Background: an optimization exercise with open tools, aiming at small area and a short achievable clock period. Do not read the settings as production practice. No functional check of the RTL was part of any run shown here.

==> flow/design.v, too long to show whole: its modules and the start of the top module <==
// module Horner: 1252 lines
module Horner(input clk,
              input rst,
              input [31:0] x,
              input [31:0] cn,
              output wire [31:0] z);
  // ...
==> flow/flow/run.sh <==
#!/bin/bash
set -euo pipefail
R=orfs/results/$FLOW_PLATFORM/Horner/base
bash standard.sh synth > synth.log 2>&1
cp $R/1_2_yosys.v $R/1_2_yosys.std.v
python3 flow/mapnet.py "$FLOW_DESIGN" $R/1_2_yosys.map.v > mapnet.log 2>&1
regs() { grep -o 'dfxtp_1 \\[^ ]*' "$1" | sort; }
if [[ "$(regs $R/1_2_yosys.std.v)" == "$(regs $R/1_2_yosys.map.v)" ]]; then
  echo "registers match: using the mapped netlist" >> mapnet.log
  cp $R/1_2_yosys.map.v $R/1_2_yosys.v
else
  echo "registers differ: using the standard netlist" >> mapnet.log
  python3 flow/fixinv.py $R/1_2_yosys.std.v $R/1_2_yosys.v > fixinv.log 2>&1
fi
rm -f $R/1_synth.odb $R/1_synth.sdc
# port buffers: plain buffers rather than the delay cells buffer_ports picks by default
export BUFFER_PORTS_ARGS="-buffer_cell sky130_fd_sc_hd__buf_2"
bash standard.sh finish > layout.log 2>&1
==> flow/flow/fixinv.py <==
#!/usr/bin/env python3
"""Remove the inverters that synthesis leaves between full adders.

A full adder is self-dual: FA(~a, ~b, ~c) = (~cout, ~sum).  Each full adder
may therefore be flipped (take complemented inputs, give complemented
outputs) without changing what the circuit computes.  This chooses flips
that minimise the inverters needed, removes the plain inverters and adds
back one inverter per signal that still needs its complement.

usage: fixinv.py IN.v OUT.v
"""
import re, sys, collections, os
NOXOR = os.environ.get("NOXOR") == "1"   # debugging: flip full adders only

INV = "sky130_fd_sc_hd__inv_1"
FA = re.compile(r"sky130_fd_sc_hd__fa_\d+$")
FA_IN, FA_OUT = ("A", "B", "CIN"), ("COUT", "SUM")
OUT_PINS = {"X", "Y", "Q", "Q_N", "SUM", "COUT", "HI", "LO"}

src = open(sys.argv[1]).read()
src = re.sub(r"\(\*.*?\*\)", "", src, flags=re.S)
m = re.search(r"\bmodule\b.*?\bendmodule\b", src, re.S)
body = m.group(0)

inst_re = re.compile(r"^\s*(sky130_fd_sc_hd__\w+)\s+(\S+)\s*\((.*?)\);\s*$", re.S | re.M)
pin_re = re.compile(r"\.(\w+)\(\s*([^()]*?)\s*\)")
cells = []
for im in inst_re.finditer(body):
    pins = [(p, n) for p, n in pin_re.findall(im.group(3))]
    cells.append({"type": im.group(1), "name": im.group(2), "pins": pins, "span": im.span()})

locked = set()
for am in re.finditer(r"^\s*assign\s+(.*?);", body, re.M | re.S):
    for tok in re.findall(r"\\\S+|[A-Za-z_][\w$]*(?:\s*\[\d+\])?", am.group(1)):
        locked.add(re.sub(r"\s+", "", tok))
for dm in re.finditer(r"^\s*(input|output|inout)\b(.*?);", body, re.M | re.S):
    for tok in re.findall(r"\\\S+|[A-Za-z_][\w$]*", dm.group(2)):
        locked.add(tok)
def base(n):
    return re.sub(r"\s*\[\d+\]$", "", n)
def is_locked(n):
    return n in locked or base(n) in locked

driver = {}
for c in cells:
    for p, n in c["pins"]:
        if p in OUT_PINS:
            driver[n] = (c, p)

# removable inverters: plain inverters whose nets are not locked
removable = set()
for c in cells:
    if c["type"] == INV:
        d = dict(c["pins"])
        if not is_locked(d["Y"]) and not is_locked(d["A"]):
            removable.add(c["name"])
inv_in = {}
for c in cells:
    if c["name"] in removable:
        d = dict(c["pins"])
        inv_in[d["Y"]] = d["A"]

def trace(n):
    p = 0
    while n in inv_in:
        n = inv_in[n]; p ^= 1
    return n, p

XO = re.compile(r"sky130_fd_sc_hd__x(n?)or2_(\d+)$")
fas = [c for c in cells if FA.match(c["type"]) or (XO.match(c["type"]) and not NOXOR)]
fa_idx = {c["name"]: i for i, c in enumerate(fas)}
flip = [0] * len(fas)
lockfa = [0] * len(fas)
root_fa = {}
for i, c in enumerate(fas):
    for p, n in c["pins"]:
        if p in FA_OUT or (p in ("X", "Y") and XO.match(c["type"])):
            root_fa[n] = i
            if is_locked(n):
                lockfa[i] = 1

# consumers: (cell index, pin index, root, parity, fa index or -1)
cons = []
by_root = collections.defaultdict(list)
fa_cons = collections.defaultdict(list)
for ci, c in enumerate(cells):
    if c["name"] in removable:
        continue
    for pi, (p, n) in enumerate(c["pins"]):
        if p in OUT_PINS or n == "" or n.startswith("1'"):
            continue
        r, par = trace(n)
        j = fa_idx.get(c["name"], -1) if (p in FA_IN and FA.match(c["type"])) else -1
        k = len(cons)
        cons.append((ci, pi, r, par, j))
        by_root[r].append(k)
        if j >= 0:
            fa_cons[j].append(k)

def need(k):
    ci, pi, r, par, j = cons[k]
    q = par
    if r in root_fa:
        q ^= flip[root_fa[r]]
    if j >= 0:
        q ^= flip[j]
    return q

def root_cost(r):
    return 1 if any(need(k) for k in by_root[r]) else 0

def fa_roots(i):
    rs = set(cons[k][2] for k in fa_cons[i])
    for p, n in fas[i]["pins"]:
        if p in FA_OUT or (p in ("X", "Y") and XO.match(fas[i]["type"])):
            rs.add(n)
    return rs

import random
random.seed(1)
before = sum(root_cost(r) for r in by_root)
order = [i for i in range(len(fas)) if not lockfa[i]]
cur = before
best = (cur, list(flip))
T = 1.0
for it in range(60000):
    i = random.choice(order)
    rs = fa_roots(i)
    old = sum(root_cost(r) for r in rs)
    flip[i] ^= 1
    new = sum(root_cost(r) for r in rs)
    d = new - old
    if d <= 0 or random.random() < pow(2.718, -d / T):
        cur += d
        if cur < best[0]:
            best = (cur, list(flip))
    else:
        flip[i] ^= 1
    T = max(0.05, T * 0.9999)
flip = best[1]
improved = True
passes = 0
while improved and passes < 50:
    improved = False; passes += 1
    for i in range(len(fas)):
        if lockfa[i]:
            continue
        rs = fa_roots(i)
        old = sum(root_cost(r) for r in rs)
        flip[i] ^= 1
        new = sum(root_cost(r) for r in rs)
        if new < old:
            improved = True
        else:
            flip[i] ^= 1
after = sum(root_cost(r) for r in by_root)

# rewrite
newpins = {ci: list(c["pins"]) for ci, c in enumerate(cells)}
invnet = {}
for k in range(len(cons)):
    ci, pi, r, par, j = cons[k]
    if need(k):
        if r not in invnet:
            invnet[r] = f"fixinv_{len(invnet)}"
        net = invnet[r]
    else:
        net = r
    p, _ = newpins[ci][pi]
    newpins[ci][pi] = (p, net)
# flipped full adders need no pin change: their outputs keep their nets,
# which now carry the complement, and consumers were resolved above.

out = []
pos = 0
for ci, c in enumerate(cells):
    s, e = c["span"]
    out.append(body[pos:s])
    pos = e
    if c["name"] in removable:
        continue
    pins = ",\n".join(f"    .{p}({n})" for p, n in newpins[ci])
    ty = c["type"]
    xm = XO.match(ty)
    if xm and c["name"] in fa_idx and flip[fa_idx[c["name"]]]:
        ty = f"sky130_fd_sc_hd__x{'' if xm.group(1) else 'n'}or2_{xm.group(2)}"
        opin = "X" if xm.group(1) else "Y"     # xor2 drives X, xnor2 drives Y
        pins = ",\n".join(f"    .{opin if p in ('X', 'Y') else p}({n})" for p, n in newpins[ci])
    out.append(f"  {ty} {c['name']} (\n{pins}\n  );\n")
rest = body[pos:]
extra = []
for r, n in invnet.items():
    extra.append(f"  wire {n};\n")
for r, n in invnet.items():
    extra.append(f"  {INV} {n}_cell (\n    .A({r}),\n    .Y({n})\n  );\n")
rest = rest.replace("endmodule", "".join(extra) + "endmodule", 1)
newbody = "".join(out) + rest
open(sys.argv[2], "w").write(src[:m.start()] + newbody + src[m.end():])
print(f"fixinv: {len(fas)} full adders/xors, {sum(flip)} flipped; "
      f"{len(removable)} inverters removed, {len(invnet)} added "
      f"(cost {before} -> {after}, {passes} passes)")
==> flow/standard.sh <==
#!/bin/bash
# synth_recipe.tcl (not shown) runs the flow's synth.tcl, then flattens the netlist and writes it again
# the make line also repeats each setting of config.mk as NAME=value (left out here)
make -C /OpenROAD-flow-scripts/flow DESIGN_CONFIG=/design/flow/config.mk WORK_HOME=/design/flow/orfs CLKGATE_MAP_FILE= SYNTH_SCRIPT=/design/flow/synth_recipe.tcl "${@:-finish}"
==> flow/config.mk <==
export PLATFORM = sky130hd
export DESIGN_NAME = Horner
export DESIGN_NICKNAME = Horner
export VERILOG_FILES = /design/flow/design.v
export SDC_FILE = /design/flow/constraint.sdc
export NUM_CORES = 4
export LEC_CHECK = 0
export CAP_MARGIN = 20
export CORE_MARGIN = 2
export CORE_UTILIZATION = 60
export PLACE_DENSITY = 0.7
export SETUP_SLACK_MARGIN = 2.5
export SLEW_MARGIN = 20
==> flow/constraint.sdc <==
create_clock -name core_clock -period 8.5 [get_ports {clk}]
set_input_delay 1.7000 -clock core_clock [delete_from_list [all_inputs] [get_ports {clk}]]
set_output_delay 1.7000 -clock core_clock [all_outputs]
set_load 0.01 [all_outputs]
Not shown: flow/flow/mapnet.py
==> impl_metrics.env, run 1 <==
export IMPL_status="no timing/DRC/antenna violations"
export IMPL_crit_fanout=21
export IMPL_num_fill_cells=1696
export IMPL_ant_nets=0
export IMPL_via_per_inst=6.57
export IMPL_cts_inserted_buffers=5
export IMPL_cts_tree="built"
export IMPL_synthCells=1261
export IMPL_setup_viol=0
export IMPL_finalWorstSetupSlack_ns=2.57
export IMPL_drcViolationCount=0
export IMPL_crit_path_end_kind="register"
export IMPL_wire_per_inst_microns=24.9
export IMPL_clkCellAreaFrac_pct=1.32
export IMPL_dp_cells=1687
export IMPL_wl_met3_microns=4620
export IMPL_pre_cts_ws_ns=1.62
export IMPL_totalWireLength_microns=42700
export IMPL_hold_path_depth=3
export IMPL_layout_common_cells="306 x xnor2_1, 256 x a22oi_1, 241 x fa_1, 95 x buf_2, 77 x nand2_1"
export IMPL_multi_input_gates=1163
export IMPL_setup_tns_ns=0
export IMPL_critPathLaunch="x[1]"
export IMPL_wl_met2_microns=19800
export IMPL_max_stage_delay_ns=0.63
export IMPL_met2_usage_pct=62.9
export IMPL_buffers=173
export IMPL_post_cts_buffers=12
export IMPL_min_period_ns=5.93
export IMPL_antenna_found_initial=0
==> inputs of run 2 (changes only) <==
--- a/flow/flow/mapnet.py
+++ b/flow/flow/mapnet.py
@@ -17,4 +17,6 @@
 consts = {}           # rtl name -> constant value
 FAST_FA = float(__import__('os').environ.get('FAST_FA', '0'))   # split full adders with less model slack (ns)
+CLONE_MIN = int(__import__('os').environ.get('CLONE_MIN', '28'))   # clone digit/multiplicand drivers with this many loads (0: never)
+CPA = __import__('os').environ.get('CPA', 'brent-kung')   # or han-carlson
 SPLIT_ONE = True      # two gets its own b1 ^ b0 gate
 OWN_ADDER = True      # build the adder of the register bits here, in alternating polarity
@@ -175,9 +177,39 @@
             o = new("g"); cell("nand2_1", [("A", rb[0]), ("B", rb[1]), ("Y", o)]); g[k] = (o, True)
     G = list(g); Pp = list(p)
-    d = 1
-    while d < W - 1:
-        nG = list(G); nP = list(Pp)
-        for k in range(d, W - 1):
-            j = k - d
+    # schedule of prefix levels: lists of (k, j) combining span k with span j
+    if CPA == "han-carlson":
+        sched = [[(k, k - 1) for k in range(1, W - 1, 2)]]
+        d = 2
+        while d < W - 1:
+            sched.append([(k, k - d) for k in range(1, W - 1, 2) if k - d >= 1])
+            d *= 2
+        sched.append([(k, k - 1) for k in range(2, W - 1, 2)])
+    elif CPA == "brent-kung":
+        sched = []
+        d = 1
+        while d < W - 1:
+            sched.append([(k, k - d) for k in range(2 * d - 1, W - 1, 2 * d)])
+            d *= 2
+        d //= 2
+        while d >= 1:
+            sched.append([(k, k - d) for k in range(3 * d - 1, W - 1, 2 * d)])
+            d //= 2
+    elif CPA == "sklansky":
+        sched = []
+        d = 1
+        while d < W - 1:
+            sched.append([(k, (k // d) * d - 1) for k in range(d, W - 1) if (k // d) % 2 == 1])
+            d *= 2
+    else:
+        sched = []
+        d = 1
+        while d < W - 1:
+            sched.append([(k, k - d) for k in range(d, W - 1)])
+            d *= 2
+    start = list(range(W))           # lowest bit of the span G[k], Pp[k] cover
+    for lvl in sched:
+        nG = list(G); nP = list(Pp); nstart = list(start)
+        for k, j in lvl:
+            nstart[k] = start[j]
             if Pp[k] is not None and G[j] is not None:
                 if G[k] is None:                 # G = P & G'
@@ -197,5 +229,5 @@
                     else:
                         cell("o21ai_0", [("A1", pol(Pp[k], True)), ("A2", pol(G[j], True)), ("B1", pol(G[k], True)), ("Y", o)]); nG[k] = (o, False)
-            if j >= d and Pp[k] is not None:     # group propagate still needed
+            if start[j] > 0 and Pp[k] is not None:   # group propagate still needed
                 if Pp[j] is None:
                     nP[k] = None
@@ -208,6 +240,6 @@
                     else:
                         cell("nor2_1", [("A", pol(Pp[k], True)), ("B", pol(Pp[j], True)), ("Y", o)]); nP[k] = (o, False)
-        G, Pp = nG, nP
-        d *= 2
+        G, Pp, start = nG, nP, nstart
+    assert all(start[k] == 0 for k in range(W - 1)), "prefix schedule incomplete"
     for k in range(W):
         c = G[k - 1] if k > 0 else None
@@ -358,4 +390,37 @@
 
 
+# --- cloning of heavily loaded Booth digit and multiplicand drivers ------------
+# one/two/neg of a Booth row and each gated multiplicand bit drive up to 32
+# selectors; a driver with at least CLONE_MIN loads gets a copy of itself that
+# takes the upper half of them (the selectors of the higher columns).
+def clone_drivers():
+    drv = {}; loads = {}
+    for ci, (ty, nm, pins) in enumerate(cells):
+        for pi, (p, n) in enumerate(pins):
+            if p in ("X", "Y", "Q", "SUM", "COUT"):
+                drv[n] = ci
+            else:
+                loads.setdefault(n, []).append((ci, pi))
+    added = 0
+    for n in list(loads):
+        if not re.match(r"(one|two|neg)\d+$|am_\d+$", n) or n not in drv:
+            continue
+        ls = loads[n]
+        if len(ls) < CLONE_MIN:
+            continue
+        ty, nm, pins = cells[drv[n]]
+        n2 = n + "_c"
+        nets.add(n2)
+        cells.append((ty, nm + "_c", [(p, n2 if m == n else m) for p, m in pins]))
+        for ci, pi in ls[len(ls) // 2:]:
+            t2, nm2, pins2 = cells[ci]
+            pins2 = list(pins2); pins2[pi] = (pins2[pi][0], n2)
+            cells[ci] = (t2, nm2, pins2)
+        added += 1
+    print(f"mapnet: {added} drivers cloned")
+
+if CLONE_MIN:
+    clone_drivers()
+
 DELAY = {"fa_1": {("SUM", "A"): 0.53, ("SUM", "B"): 0.51, ("SUM", "CIN"): 0.48,
                   ("COUT", "A"): 0.43, ("COUT", "B"): 0.41, ("COUT", "CIN"): 0.40},
==> run 2 against run 1 <==
Synthesized cell count is 8.4% lower. Register-to-register slack better by 0.12 ns. Worst hold slack worse by 0.14 ns. Critical path type unchanged. Clock-buffer cell count is 2 higher. Maximum frequency is 0.17% higher. Critical path depth stayed put. Sequential share of layout area is 0.24 points higher. Final cell count is 6.7% lower.
==> impl_metrics.env, run 2 <==
export IMPL_status="no timing/DRC/antenna violations"
export IMPL_totalWireLength_microns=39700
export IMPL_timing_rr_end="a30_1$_DFF_P_"
export IMPL_critPathCapture="a30_1$_DFF_P_"
export IMPL_via_per_inst=6.49
export IMPL_wire_per_inst_microns=24.8
export IMPL_core_sq_mm=0.0202
export IMPL_critical_path_depth=11
export IMPL_cts_root_buf="clkbuf_16"
export IMPL_cts_inserted_buffers=5
export IMPL_setup_tns_ns=0
export IMPL_antenna_found_initial=1
export IMPL_cts_clk_slew_worst_paths_ns=0.07
export IMPL_syn_nets=1477
export IMPL_hpwl_microns=28400
export IMPL_layout_common_cells="309 x xnor2_1, 256 x a22oi_1, 241 x fa_1, 95 x buf_2, 69 x buf_4"
export IMPL_period_share_pct=69.7
export IMPL_grt_first_pass_wirelength_microns=61400
export IMPL_slowest_stage="a21boi_2"
export IMPL_ff2ff_path_depth=20
export IMPL_fin_nets=1647
export IMPL_ios=98
export IMPL_worstMarginPinSlew_ns=1.13
export IMPL_num_fill_cells=1624
export IMPL_ant_nets=0
export IMPL_grt_pass1_vias=10816
export IMPL_crit_buf_inv=2
export IMPL_io_buffer_count=97
export IMPL_timing_rr_start="a10_1$_DFF_P_"
export IMPL_cts_buffer_depth=2
export IMPL_num_rows=52
export IMPL_cts_tree="built"
export IMPL_ys_warn_count=1
export IMPL_max_stage_delay_ns=0.59
export IMPL_rrSetupSlack_ns=2.74
export IMPL_synthCells=1155
export IMPL_drive_gt1_share_pct=16.8
export IMPL_fin_skew_ns=0.0125
export IMPL_relSlewSlack_pct=24.2
export IMPL_crit_family="adder cells"
export IMPL_avgSynthCellArea_sq_um=10.7
export IMPL_holdBufCountCts=0
export IMPL_fmax_mhz=169
export IMPL_grt_max_degree=34
export IMPL_path_cells="buf_4, a21boi_2, buf_4, xnor2_1, fa_1, fa_1, fa_1, fa_1, fa_1, fa_1, ha_1"
export IMPL_min_period_ns=5.92
export IMPL_start_util_pct=61.0
export IMPL_numClockSinks=49
export IMPL_h_tree_depth=2
export IMPL_fp_dieArea_sq_mm=0.0217
export IMPL_synth_area_sq_mm=0.0123
export IMPL_dr_total_vias=10357
export IMPL_die_h_microns=147
export IMPL_required_ns=8.70
export IMPL_critPathLaunch="x[1]"
export IMPL_drcViolationCount=0
export IMPL_drtPass1Iterations=6
export IMPL_die_width_microns=147
export IMPL_cp_arrival_ns=6.12
export IMPL_overflow=0
export IMPL_slew_violations=0
export IMPL_first_iter_violations=1101
export IMPL_clock_latency_ns=0.31
export IMPL_crit_path_frequent_cell="fa_1"
export IMPL_max_cap_violations=0
export IMPL_seq_area_sq_um=981
export IMPL_final_common_cell="xnor2_1"
export IMPL_critPathKind="primary input to register"
export IMPL_rsz0062_at_grt="false"
export IMPL_hold_class="register to register"
export IMPL_gp_congestion=0.957
export IMPL_synthToLayoutAreaGrowth_pct=15.2
export IMPL_final_hold_viol_count=0
export IMPL_crit_path_end_kind="register"
export IMPL_multi_input_area_sq_mm=0.0115
export IMPL_setup_viol=0
export IMPL_cp_start_kind="primary input"
export IMPL_gr_usage_all_layers_pct=37.2
export IMPL_crit_fanout=23
==> run 2: changes by cell type in the layout (fill, tap and decap cells not counted), moves of 6 or more <==
| cell | delta |
|---|---|
| a21oi_1 | -19 |
| buf_4 | -6 |
| inv_1 | -19 |
| nand2_1 | -25 |
| nor2_1 | -28 |
| o21ai_0 | -23 |
==> run 2: area by class of cell <==
class / instances / area share [%]
Sequential cell: 49 / 6.92
Tap cell: 270 / 2.38
Multi-Input combinational cell: 1076 / 81.3
Clock inverter: 1 / 0.212
Antenna cell: 1 / 0.0177
Clock buffer: 7 / 1.01
Timing Repair Buffer: 168 / 7.50
Inverter: 25 / 0.662
==> run 2: how the worst min path moves through the flow <==
stage / from / to / slack (ns) / cells past startpoint
after floorplan: a0_0$_DFF_P_ / a0_0$_DFF_P_ / 1.0 / 3
after global placement: a0_0$_DFF_P_ / a0_0$_DFF_P_ / 0.95 / 4
after detailed placement: a0_0$_DFF_P_ / a0_0$_DFF_P_ / 0.97 / 4
after CTS: a0_0$_DFF_P_ / a0_0$_DFF_P_ / 0.99 / 4
after global routing: a0_0$_DFF_P_ / a0_0$_DFF_P_ / 1.05 / 4
final: a0_0$_DFF_P_ / a0_0$_DFF_P_ / 0.99 / 4
==> run 2: per-stage QoR <==
| step | std cells | hold WS, ns | instance area, sq um | utilization [%] | worst slack (ns) |
|---|---|---|---|---|---|
| after detailed placement | 1580 | 0.969 | 13800 | 68.3 | 1.73 |
| after global placement | 1580 | 0.954 | 13800 | 68.3 | 1.83 |
| final | 1597 | 0.989 | 14200 | 70.3 | 2.58 |
| after floorplan | 1155 | 1.00 | 12400 | - | 2.51 |
| after global routing | 1597 | 1.05 | 14200 | 70.3 | 2.52 |
| after CTS | 1590 | 0.986 | 14000 | 69.4 | 2.49 |
==> run 2: worst reg2reg max path, cell delays in order (launching register included) <==
cell and delay (ns):
dfxtp_1 0.43, xor2_2 0.21, nand2_1 0.09, nor2_1 0.17, nand2_1 0.08, o21ai_0 0.22
buf_4 0.19, inv_1 0.08, o21ai_4 0.20, a21oi_1 0.18, o21ai_2 0.18, xor2_2 0.25
a22oi_1 0.15, xnor2_1 0.27, fa_1 0.48, fa_1 0.40, fa_1 0.45, fa_1 0.40
fa_1 0.51, fa_1 0.42, ha_1 0.29
==> run 2: timing repair <==
| action | in CTS | in global routing |
|---|---|---|
| gates resized for setup | 13 | 17 |
| cloned | 0 | 2 |
| setup endpoints to repair | 25 | 16 |
| pin swaps | 3 | 4 |
| setup buffers | 2 | 3 |
| hold endpoints to repair | 0 | 0 |
==> run 2: per-layer routing <==
metal	global-route usage, %	vias to the layer above	routed length [microns]
li1	-	4378	-
met1	52.1	5146	15500
met2	57.1	705	17800
met3	7.98	128	4580
met4	14.9	0	1790
met5	0	-	0

static timing again, ports no longer ideal:
The results above use ideal ports. As a check the final layouts listed here were re-extracted and re-timed, cells and wires unchanged. Step 1: set_driving_cell puts a clkbuf_16 on clk and a buf_2 on each other input, an assumption about the parent block. Step 2, shift: input delay + t, output delay - t, t = (earliest + latest rising clock arrival at the registers) / 2. This alone moves slack from input paths to output paths. a / b / c = ideal ports / drivers / drivers and shift; a / b = the first two.
run	t (ns)	slack for setup (ns)	worst hold slack (ns)	worst data-port slew with drivers (ns)
run 1	0.354	2.566 / 2.583 / 2.229	1.134 / 1.134 / 1.134	0.05
run 2	0.350	2.576 / 2.598 / 2.247	0.989 / 0.989 / 0.989	0.07
After both steps every run listed still meets setup and hold. The setup slack of run 1, which loses most, moves by +0.017 ns with the drivers and by -0.337 ns with both steps.
